This design comes from an exercise in tuning for small area and a short achievable clock period on the open sky130 flow, not from production work. No run shown here included a check of the RTL's function; only the layout flow was run. Power and IR drop assume default switching activity.

File: design/flow/constraint.sdc
create_clock -name core_clock -period 8.5 [get_ports {clk}]
set_input_delay 1.7000 -clock core_clock [delete_from_list [all_inputs] [get_ports {clk}]]
set_output_delay 1.7000 -clock core_clock [all_outputs]
set_load 0.01 [all_outputs]
File: design/flow/run.sh
#!/bin/bash
# synth_recipe.tcl (not shown) runs the flow's synth.tcl, then flattens the netlist and writes it again
# the make line also repeats each setting of config.mk as NAME=value (left out here)
make -C /OpenROAD-flow-scripts/flow DESIGN_CONFIG=/design/flow/config.mk WORK_HOME=/design/flow/orfs CLKGATE_MAP_FILE= SYNTH_SCRIPT=/design/flow/synth_recipe.tcl finish
File: design/flow/design.v
module vedic_2x2 (
    input  [1:0] a,
    input  [1:0] b,
    output [3:0] product
);
    wire [3:0] partial;
    wire c1, c2;
    assign partial[0] = a[0] & b[0];
    assign partial[1] = a[1] & b[0];
    assign partial[2] = a[0] & b[1];
    assign partial[3] = a[1] & b[1];
    assign product[0] = partial[0];
    assign {c1, product[1]} = partial[1] + partial[2];
    assign {c2, product[2]} = partial[3] + c1;
    assign product[3] = c2;
endmodule
module vedic_mult #(
    parameter WIDTH = 8
)(
    input  [WIDTH-1:0] a,
    input  [WIDTH-1:0] b,
    output [2*WIDTH-1:0] product
);
    generate
        if (WIDTH == 2) begin : base_case
            vedic_2x2 v2x2 (
                .a(a),
                .b(b),
                .product(product)
            );
        end else begin : recursive_case
            localparam HALF_WIDTH = WIDTH / 2;
            wire [WIDTH-1:0] q0, q1, q2, q3;
            wire [2*WIDTH-1:0] aligned_q0, aligned_q1, aligned_q2, aligned_q3;
            wire [2*WIDTH-1:0] temp1, temp2;
            vedic_mult #(HALF_WIDTH) m0 (
                .a(a[HALF_WIDTH-1:0]),
                .b(b[HALF_WIDTH-1:0]),
                .product(q0)
            );
            vedic_mult #(HALF_WIDTH) m1 (
                .a(a[WIDTH-1:HALF_WIDTH]),
                .b(b[HALF_WIDTH-1:0]),
                .product(q1)
            );
            vedic_mult #(HALF_WIDTH) m2 (
                .a(a[HALF_WIDTH-1:0]),
                .b(b[WIDTH-1:HALF_WIDTH]),
                .product(q2)
            );
            vedic_mult #(HALF_WIDTH) m3 (
                .a(a[WIDTH-1:HALF_WIDTH]),
                .b(b[WIDTH-1:HALF_WIDTH]),
                .product(q3)
            );
            assign aligned_q0 = {{WIDTH{1'b0}}, q0};
            assign aligned_q1 = {{HALF_WIDTH{1'b0}}, q1, {HALF_WIDTH{1'b0}}};
            assign aligned_q2 = {{HALF_WIDTH{1'b0}}, q2, {HALF_WIDTH{1'b0}}};
            assign aligned_q3 = {q3, {WIDTH{1'b0}}};
            assign temp1 = aligned_q0 + aligned_q1;
            assign temp2 = temp1 + aligned_q2;
            assign product = temp2 + aligned_q3;
        end
    endgenerate
endmodule
module sigmoid_activation #(
    parameter WIDTH = 16,
    parameter FRAC_BITS = 11
)(
    input  [15:0] x,
    output [15:0] y
);
    wire neg_sat = x[15] & ~(x[14] & x[13]);
    wire pos_sat = ~x[15] & (x[14] | (x[13] & (|x[12:0])));
    wire [15:0] lin = {~x[15], x[15], x[15], x[15:3]};
    assign y = pos_sat ? 16'hFFFF : (neg_sat ? 16'h0000 : lin);
endmodule
module mac_unit #(
    parameter DATA_WIDTH = 8,
    parameter ACCUM_WIDTH = 32,
    parameter OUTPUT_WIDTH = 16
)(
    input  clk,
    input  rst_n,
    input  enable,
    input  clear_acc,
    input  [7:0] input_data,
    input  [7:0] weight,
    output [15:0] mac_out,
    output [15:0] activated_out,
    output valid,
    output overflow
);
    reg [15:0] acc_lo;
    reg [15:0] acc_hi;
    reg overflow_reg;
    reg valid_reg;
    wire [7:0] a = input_data & {8{enable}};
    wire [15:0] lo_m = acc_lo & {16{~clear_acc}};
    wire [16:0] s = lo_m + a * weight;
    wire [15:0] hi_m = acc_hi & {16{~clear_acc}};
    wire [15:0] hi_n = s[16] ? hi_m + 16'd1 : hi_m;
    wire c32 = s[16] & (&acc_hi);
    always @(posedge clk or negedge rst_n) begin
        if (!rst_n) begin
            acc_lo <= 16'd0;
            acc_hi <= 16'd0;
            overflow_reg <= 1'b0;
            valid_reg <= 1'b0;
        end else begin
            acc_lo <= s[15:0];
            acc_hi <= hi_n;
            overflow_reg <= ~clear_acc & (overflow_reg | c32);
            valid_reg <= enable;
        end
    end
    assign overflow = overflow_reg;
    assign valid = valid_reg;
    assign mac_out = acc_lo;
    sigmoid_activation activation (
        .x(acc_lo),
        .y(activated_out)
    );
endmodule
module mac_array #(
    parameter NUM_CHANNELS = 4,
    parameter DATA_WIDTH = 8,
    parameter ACCUM_WIDTH = 32,
    parameter OUTPUT_WIDTH = 16
)(
    input  clk,
    input  rst_n,
    input  [NUM_CHANNELS-1:0] enable,
    input  [NUM_CHANNELS-1:0] clear_acc,
    input  [DATA_WIDTH*NUM_CHANNELS-1:0] input_data,
    input  [DATA_WIDTH*NUM_CHANNELS-1:0] weight,
    output [OUTPUT_WIDTH*NUM_CHANNELS-1:0] mac_out,
    output [OUTPUT_WIDTH*NUM_CHANNELS-1:0] activated_out,
    output [NUM_CHANNELS-1:0] valid,
    output [NUM_CHANNELS-1:0] overflow
);
    genvar i;
    generate
        for (i = 0; i < NUM_CHANNELS; i = i + 1) begin : mac_channels
            mac_unit #(
                .DATA_WIDTH(DATA_WIDTH),
                .ACCUM_WIDTH(ACCUM_WIDTH),
                .OUTPUT_WIDTH(OUTPUT_WIDTH)
            ) mac_inst (
                .clk(clk),
                .rst_n(rst_n),
                .enable(enable[i]),
                .clear_acc(clear_acc[i]),
                .input_data(input_data[DATA_WIDTH*(i+1)-1:DATA_WIDTH*i]),
                .weight(weight[DATA_WIDTH*(i+1)-1:DATA_WIDTH*i]),
                .mac_out(mac_out[OUTPUT_WIDTH*(i+1)-1:OUTPUT_WIDTH*i]),
                .activated_out(activated_out[OUTPUT_WIDTH*(i+1)-1:OUTPUT_WIDTH*i]),
                .valid(valid[i]),
                .overflow(overflow[i])
            );
        end
    endgenerate
endmodule
File: design/flow/config.mk
export PLATFORM = sky130hd
export DESIGN_NAME = mac_array
export DESIGN_NICKNAME = mac_array
export VERILOG_FILES = /design/flow/design.v
export SDC_FILE = /design/flow/constraint.sdc
export NUM_CORES = 4
export LEC_CHECK = 0
export CAP_MARGIN = 20
export CORE_MARGIN = 2
export CORE_UTILIZATION = 40
export SLEW_MARGIN = 20
==> results of run 1 <==
[final cells by class]
type | count | area (um2)
Clock buffer | 17 | 425.4
Sequential cell | 136 | 3403
Fill cell | 4118 | 22360
Timing Repair Buffer | 224 | 2218
Multi-Input combinational cell | 1543 | 12720
Inverter | 233 | 874.6
Tap cell | 585 | 732.0
Clock inverter | 15 | 157.7
[routing by layer]
layer,GRT usage [%],vias up
met1,26.22,6967
met3,2.733,34
met4,5.148,0
li1,-,7066
met5,0,-
met2,32.57,290
[cells in the mapped netlist (all sizes together) (14+ instances only)]
cell	instances	area [um2]
nor2	191	716.9
nand2	68	255.2
a21oi	97	489.2
buf	19	133.9
inv	233	874.6
o21ai	37	188.9
fa	148	2963
nor2b	96	600.6
o21a	16	120.1
or3	14	87.58
xnor2	97	849.6
ha	212	2653
nand3	78	390.4
and3	231	1445
nor3	38	190.2
clkbuf	49	183.9
nand4	17	106.4
xor2	46	402.9
dfrtp	136	3403
a21o	33	247.7
[per-stage QoR]
stage | worst slack [ns] | util (%) | hold WS [ns] | std cells
CTS | 0.6543 | 47.87 | 0.5134 | 2753
global placement | 0.3854 | 46.51 | 0.4767 | 2721
global route | 0.1745 | 47.87 | 0.5418 | 2753
floorplan | 1.001 | - | 0.4637 | 1980
detailed placement | 0.1692 | 46.51 | 0.5000 | 2721
finish | 0.6188 | 47.87 | 0.5070 | 2753
[worst min path at each step]
stage,startpoint,cells past startpoint,slack [ns],endpoint
6_report,mac_channels[1].mac_inst.overflow_reg,2,0.51,mac_channels[1].mac_inst.overflow_reg
5_1_grt,mac_channels[1].mac_inst.overflow_reg,2,0.54,mac_channels[1].mac_inst.overflow_reg
4_1_cts,mac_channels[1].mac_inst.overflow_reg,2,0.51,mac_channels[1].mac_inst.overflow_reg
3_5_place_dp,mac_channels[1].mac_inst.acc_hi[15],2,0.50,mac_channels[1].mac_inst.overflow_reg
3_3_place_gp,mac_channels[0].mac_inst.overflow_reg,2,0.48,mac_channels[0].mac_inst.overflow_reg
2_1_floorplan,mac_channels[0].mac_inst.overflow_reg,2,0.46,mac_channels[0].mac_inst.overflow_reg
[cell usage in the layout, fill, tap and decap left out, types with 78 or more instances in the layout]
| cell type | count |
|---|---|
| clkdlybuf4s50_1 | 208 |
| and3_1 | 231 |
| ha_1 | 212 |
| inv_1 | 233 |
| xnor2_1 | 97 |
| nor2_1 | 191 |
| a21oi_1 | 96 |
| fa_1 | 148 |
| nand3_1 | 78 |
| dfrtp_1 | 136 |
| nor2b_1 | 96 |
[cells by family after synthesis]
| group | after synthesis | share of synthesized area, % |
|---|---|---|
| simple gates | 785 | 24.05 |
| fa+ha+maj | 361 | 32.49 |
| buf+inv | 301 | 6.887 |
| compound gates | 249 | 9.359 |
| xor+xnor | 143 | 7.234 |
| flops | 136 | 19.66 |
| mux | 5 | 0.3180 |
[power by group]
part           internal (uW)  switching, uW  leakage, uW
sequential               800            208      0.00177
combinational           1540           1540      0.00847
clock                    416            343     0.000287
total                   2760           2090       0.0105
[critical path, stage by stage]
cell	delay, ns
clkdlybuf4s50_1	0.73
buf_4	0.34
and3_1	0.17
fa_1	0.44
fa_1	0.44
ha_1	0.28
inv_1	0.04
fa_1	0.47
inv_1	0.04
ha_1	0.31
a21o_1	0.19
a21oi_1	0.21
nor2b_1	0.09
o211ai_1	0.17
nand2_1	0.10
a41oi_1	0.26
a21oi_1	0.11
xnor2_1	0.25
ha_1	0.32
a21o_1	0.19
a2111oi_0	0.57
a21oi_2	0.30
nand3_1	0.17
or2_1	0.15
mux2i_1	0.19
==> flow_summary.ini, run 1 <==
[route]
avgViaCountPerCell = 5.215
wl_per_cell_um = 15.23
ant_nets = 0
routedLengthMet1_um = 19700
dr_wl_met2_um = 19920
drc = 0
top_layer_used = met4
met3_length_um = 1660
dr_total_vias = 14357
dr.pass1.iters = 7
initialDrtViolationCount = 836
wirelength_um = 41930

[logic_synthesis]
synth_nets = 2414
synth.distinct_cells = 66
ys_warn_count = 1
synth-seq-area-share_pct = 19.66
synth_flop_cell = dfrtp_1
synthArstFlopShare_pct = 100.0
synth-seq-cells = 136
synth_edf_count = 0
synth_cells = 1980
netlist_area_mm2 = 0.01731
synth_area_per_cell_um2 = 8.744

[critical_path]
criticalPathCategory = in2reg
setup.worst_path.start = enable[3]
crit_end = mac_channels[3].mac_inst.acc_hi[15]
cp_data_arrival_time_ns = 8.24
r2r_setup_slack_ns = 5.21
crit_required_ns = 8.86
r2r-end = mac_channels[3].mac_inst.acc_hi[11]
worst_setup_path_start_kind = input pin
critPathCaptureType = flop
reg2reg_from = mac_channels[3].mac_inst.acc_lo[0]
reg2reg_depth = 11
crit_path_max_fanout = 23

[timing]
rsz0062_at_grt = false
period_share_pct = 92.72
fin_skew_ns = 0.009659
tightest_slew_ns = 0.8301
period_needed_ns = 7.881
relSlewSlack_pct = 43.93
setup_viol = 0
hold_viol = 0
drv_slew = 0
final.setup.tns_ns = 0
clock.fmax_mhz = 126.9

[clocking]
cts.sinks = 136
clock_path_buffers = 2
root_buffer = clkbuf_16
cts_tree = built
clk-insertion-delay-late_ns = 0.45
cts_resized = 0
path_clk_slew_ns = 0.07
numCtsBuffers = 17
cts_hold_buf = 0
htreeDepth = 4
postCtsSetupBuffers = 0

[final_layout]
reg_top3 = mac_channels.mac_inst.acc_hi (64), mac_channels.mac_inst.acc_lo (64)
drive_gt1_share_pct = 3.090
design_area_mm2 = 0.02053
nNetsFinal = 2589
syn_to_final_growth_pct = 18.57
num_antenna_cells = 0

[global_routing]
grt_overflow_total = 0
grt_pass1_vias = 14608
groute.usage.overall_pct = 19.40
antenna_found_initial = 0
grt_pass1_wl_um = 71380
grt_max_degree = 80

[floorplanning]
die-area_mm2 = 0.04496
initial_core_util_pct = 40.37
die_w_um = 212.0
rows = 76
die_y_um = 212.0
core_mm2 = 0.04289
ios = 210

[placed_design]
globalplace.congestion = 0.8439
port_buffers = 209
dp_hpwl_um = 32440
dpl-instance-area_mm2 = 0.01995

[power]
power.leakage_uw = 0.01053
power.density_mw_per_mm2 = 236.0
vdd_ir_drop_max_uv = 288.9
power_uw = 4844

[worst_hold_path]
holdCritPathClass = reg2reg

[run_status]
status = complete, no violations

[run]
max-cap-violations = 0
==> inputs of run 2 (changes only) <==
--- a/design/flow/config.mk
+++ b/design/flow/config.mk
@@ -7,2 +7,3 @@
 export LEC_CHECK = 0
+export ABC_CLOCK_PERIOD_IN_PS = 2000
 export CAP_MARGIN = 20
@@ -10,2 +11,3 @@
 export CORE_UTILIZATION = 40
+export SETUP_SLACK_MARGIN = 4.5
 export SLEW_MARGIN = 20
==> flow_summary.ini, run 2 <==
[logic_synthesis]
netlist.area_leader.share_pct = 19.66
synth_top_cells_by_count = inv_1 (233), and3_1 (231), ha_1 (212)
netlist_area_mm2 = 0.01731
synth_cells = 1980
yosysMostFrequentCell = inv_1
synth_edf_count = 0
ys_warn_count = 1
synth_flop_cell = dfrtp_1
synth-seq-cells = 136
synth_area_leaders = dfrtp_1 (20%), fa_1 (17%), ha_1 (15%), and3_1 (8.3%), inv_1 (5.1%)
synth_largest_area_cell = dfrtp_1
synth_area_per_cell_um2 = 8.744
synthArstFlopShare_pct = 100.0
synth_nets = 2414
synth-seq-area-share_pct = 19.66
synth.distinct_cells = 66

[clocking]
path_clk_slew_ns = 0.06
numCtsBuffers = 17
root_buffer = clkbuf_16
htreeDepth = 4
clock_path_buffers = 2
cts_tree = built
clk-insertion-delay-late_ns = 0.46
cts.sinks = 136

[final_layout]
drive_gt1_share_pct = 28.95
num_antenna_cells = 0
reg_top3 = mac_channels.mac_inst.acc_hi (64), mac_channels.mac_inst.acc_lo (64)
syn_to_final_growth_pct = 42.87
layout_commonest_cell = inv_1
fillers = 3678
nNetsFinal = 2742
mostFrequentLayoutCells = inv_1 (210), and3_1 (189), nor2_1 (168), ha_1 (155), fa_1 (132)

[timing]
period_needed_ns = 6.736
period_share_pct = 79.25
tightest_slew_ns = 0.8791
clock.fmax_mhz = 148.5
final.setup.tns_ns = 0
whs_ns = 0.4997
relSlewSlack_pct = 41.39
fin_skew_ns = 0.01823
setup_viol = 0
rsz0062_at_grt = true
hold_viol = 0
drv_slew = 0

[power]
power.density_mw_per_mm2 = 243.7
power.leakage_uw = 0.01209
vdd_ir_drop_max_uv = 182.7

[floorplanning]
ios = 210
die_y_um = 212.0
die-area_mm2 = 0.04496
core_mm2 = 0.04289
initial_core_util_pct = 40.37
die_w_um = 212.0
rows = 76

[global_routing]
grt_pass1_wl_um = 76000
grt_overflow_total = 0
groute.usage.overall_pct = 20.64
grt_max_degree = 73
grt_pass1_vias = 15521
antenna_found_initial = 0

[critical_path]
criticalPathCategory = in2reg
reg2reg_depth = 12
crit_required_ns = 8.84
crit_path_max_fanout = 8
worst_setup_path_start_kind = input pin
critPathCaptureType = flop
cp_data_arrival_time_ns = 7.07

[route]
ant_nets = 0
wirelength_um = 47070
initialDrtViolationCount = 605
dr.pass1.iters = 5
drc = 0
dr_total_vias = 15329
avgViaCountPerCell = 5.275
wl_per_cell_um = 16.20

[placed_design]
globalplace.congestion = 0.8320
port_buffers = 209
dp_hpwl_um = 32010

[worst_hold_path]
hold_path_depth = 2
holdCritPathClass = reg2reg

[run]
max-cap-violations = 0

[run_status]
status = complete, no violations
[run 2: cell types whose count changed in the layout (fill, tap and decap cells not counted), moves of 30 or more]
| cell | previous run | this run |
|---|---|---|
| and3_4 | 0 | 42 |
| nand3_1 | 78 | 48 |
| dlygate4sd2_1 | 0 | 38 |
| buf_6 | 1 | 52 |
| and3_1 | 231 | 189 |
| ha_4 | 0 | 43 |
| buf_2 | 0 | 49 |
| ha_1 | 212 | 155 |
| a21oi_1 | 96 | 35 |
| buf_4 | 14 | 81 |
| a21oi_2 | 1 | 45 |
| clkdlybuf4s50_1 | 208 | 84 |
[run 2: power by group]
| part | internal, uW | total [uW] | switching [uW] |
|---|---|---|---|
| clock | 566 | 879 | 313 |
| sequential | 803 | 1010 | 203 |
| combinational | 2140 | 4140 | 2000 |
[run 2: layer usage]
layer	part of all wire (%)	GRT usage, %
met1	44	26.68
met2	51	36.12
met3	3.6	2.984
met4	1.7	5.391
met5	0	0
[run 2: path summary, 6_finish.rpt]
path | start | endpoint | slack [ns]
setup reg to reg | mac_channels[2].mac_inst.acc_lo[0] | mac_channels[2].mac_inst.acc_hi[1] | 5.37
hold reg to reg | mac_channels[0].mac_inst.overflow_reg | mac_channels[0].mac_inst.overflow_reg | 0.50
setup / recovery | enable[0] | mac_channels[0].mac_inst.acc_hi[1] | 1.76
hold / removal | mac_channels[0].mac_inst.overflow_reg | mac_channels[0].mac_inst.overflow_reg | 0.50
max in group asynchronous | rst_n | mac_channels[0].mac_inst.acc_lo[11] | 5.78
min in group asynchronous | rst_n | mac_channels[0].mac_inst.acc_lo[3] | 1.28
[run 2: timing repair]
| action | CTS | global route |
|---|---|---|
| gates cloned | 20 | 3 |
| hold buffers | 0 | 0 |
| gates resized for setup | 553 | 228 |
| setup buffers | 102 | 32 |
| setup endpoints to repair | 177 | 147 |
| pin swaps | 182 | 147 |
[run 2: cell type report]
| type | instances | area [um2] | area share [%] |
|---|---|---|---|
| flip-flops and latches | 136 | 3410 | 13.78 |
| multi-input cells | 1543 | 15170 | 61.35 |
| well taps | 585 | 732.0 | 2.959 |
| clock buffers | 21 | 460.4 | 1.861 |
| repair buffers | 377 | 3866 | 15.63 |
| inverters | 233 | 874.6 | 3.536 |
| clock inverters | 11 | 217.7 | 0.8802 |
[run 2: cell families (layout without fill, tap and decap cells)]
family	count (synthesis)	after routing	synth area share [%]
AND/OR/NAND/NOR	785	785	24.05
buffers and inverters	301	642	6.887
multiplexers	5	5	0.3180
adder cells (fa/ha/maj)	361	361	32.49
XOR/XNOR	143	143	7.234
AO/OA/AOI/OAI	249	249	9.359
flip-flops	136	136	19.66
[run 2: stage by stage]
stage          total power [uW]  std cells  area, um2  setup slack (ns)  util (%)
2_1_floorplan              3123       1980      18480             1.562         -
3_3_place_gp               4267       2717      20820            0.6574     48.55
3_5_place_dp               4312       2717      20820            0.5023     48.55
4_1_cts                    5623       2871      23580             1.796     54.97
5_1_grt                    6451       2906      24740             1.570     57.68
6_report                   6027       2906      24740             1.764     57.68
[run 2: critical path: stages]
cell,delay [ns]
buf_12,0.12
buf_16,0.13
nand3_1,0.11
fa_1,0.49
fa_1,0.49
inv_1,0.06
fa_1,0.50
inv_2,0.04
fa_1,0.50
inv_2,0.05
ha_4,0.27
inv_2,0.03
o21ai_2,0.16
a21o_1,0.15
a21oi_2,0.07
o21ai_2,0.16
nor2_1,0.08
xnor2_1,0.12
ha_1,0.34
nand3_2,0.14
nor2_4,0.04
and3_4,0.16
or4_4,0.42
a21oi_4,0.23
buf_12,0.15
nor2_4,0.04
mux2_4,0.30

[separate check: timing with driven ports]
In the flow no input, the clock included, has a driving cell. The finished layouts below were timed again as built, in two steps.
Step 1 sets driving cells, clkbuf_16 on the clock port and buf_2 on the other inputs (assumed; they add their load-dependent delay and slew).
Step 2 adds t to the input delays and takes it off the output delays; t is the mean of the earliest and latest rising clock arrival at the registers after step 1. Input paths then give back, and output paths get back, about the clock's delay inside the block.
Slacks: ideal / step 1 / step 2; pairs: ideal / step 1.
run | t, ns | setup WS [ns] | worst setup path at the end
run 1 | 0.491 | 0.619 / 0.639 / 0.148 | input to register
run 2 | 0.500 | 1.764 / 1.754 / 1.254 | input to register
After both steps every run listed still meets setup and hold. For run 2, which loses most, drivers alone change the setup slack by -0.010 ns; drivers and shift together by -0.510 ns.
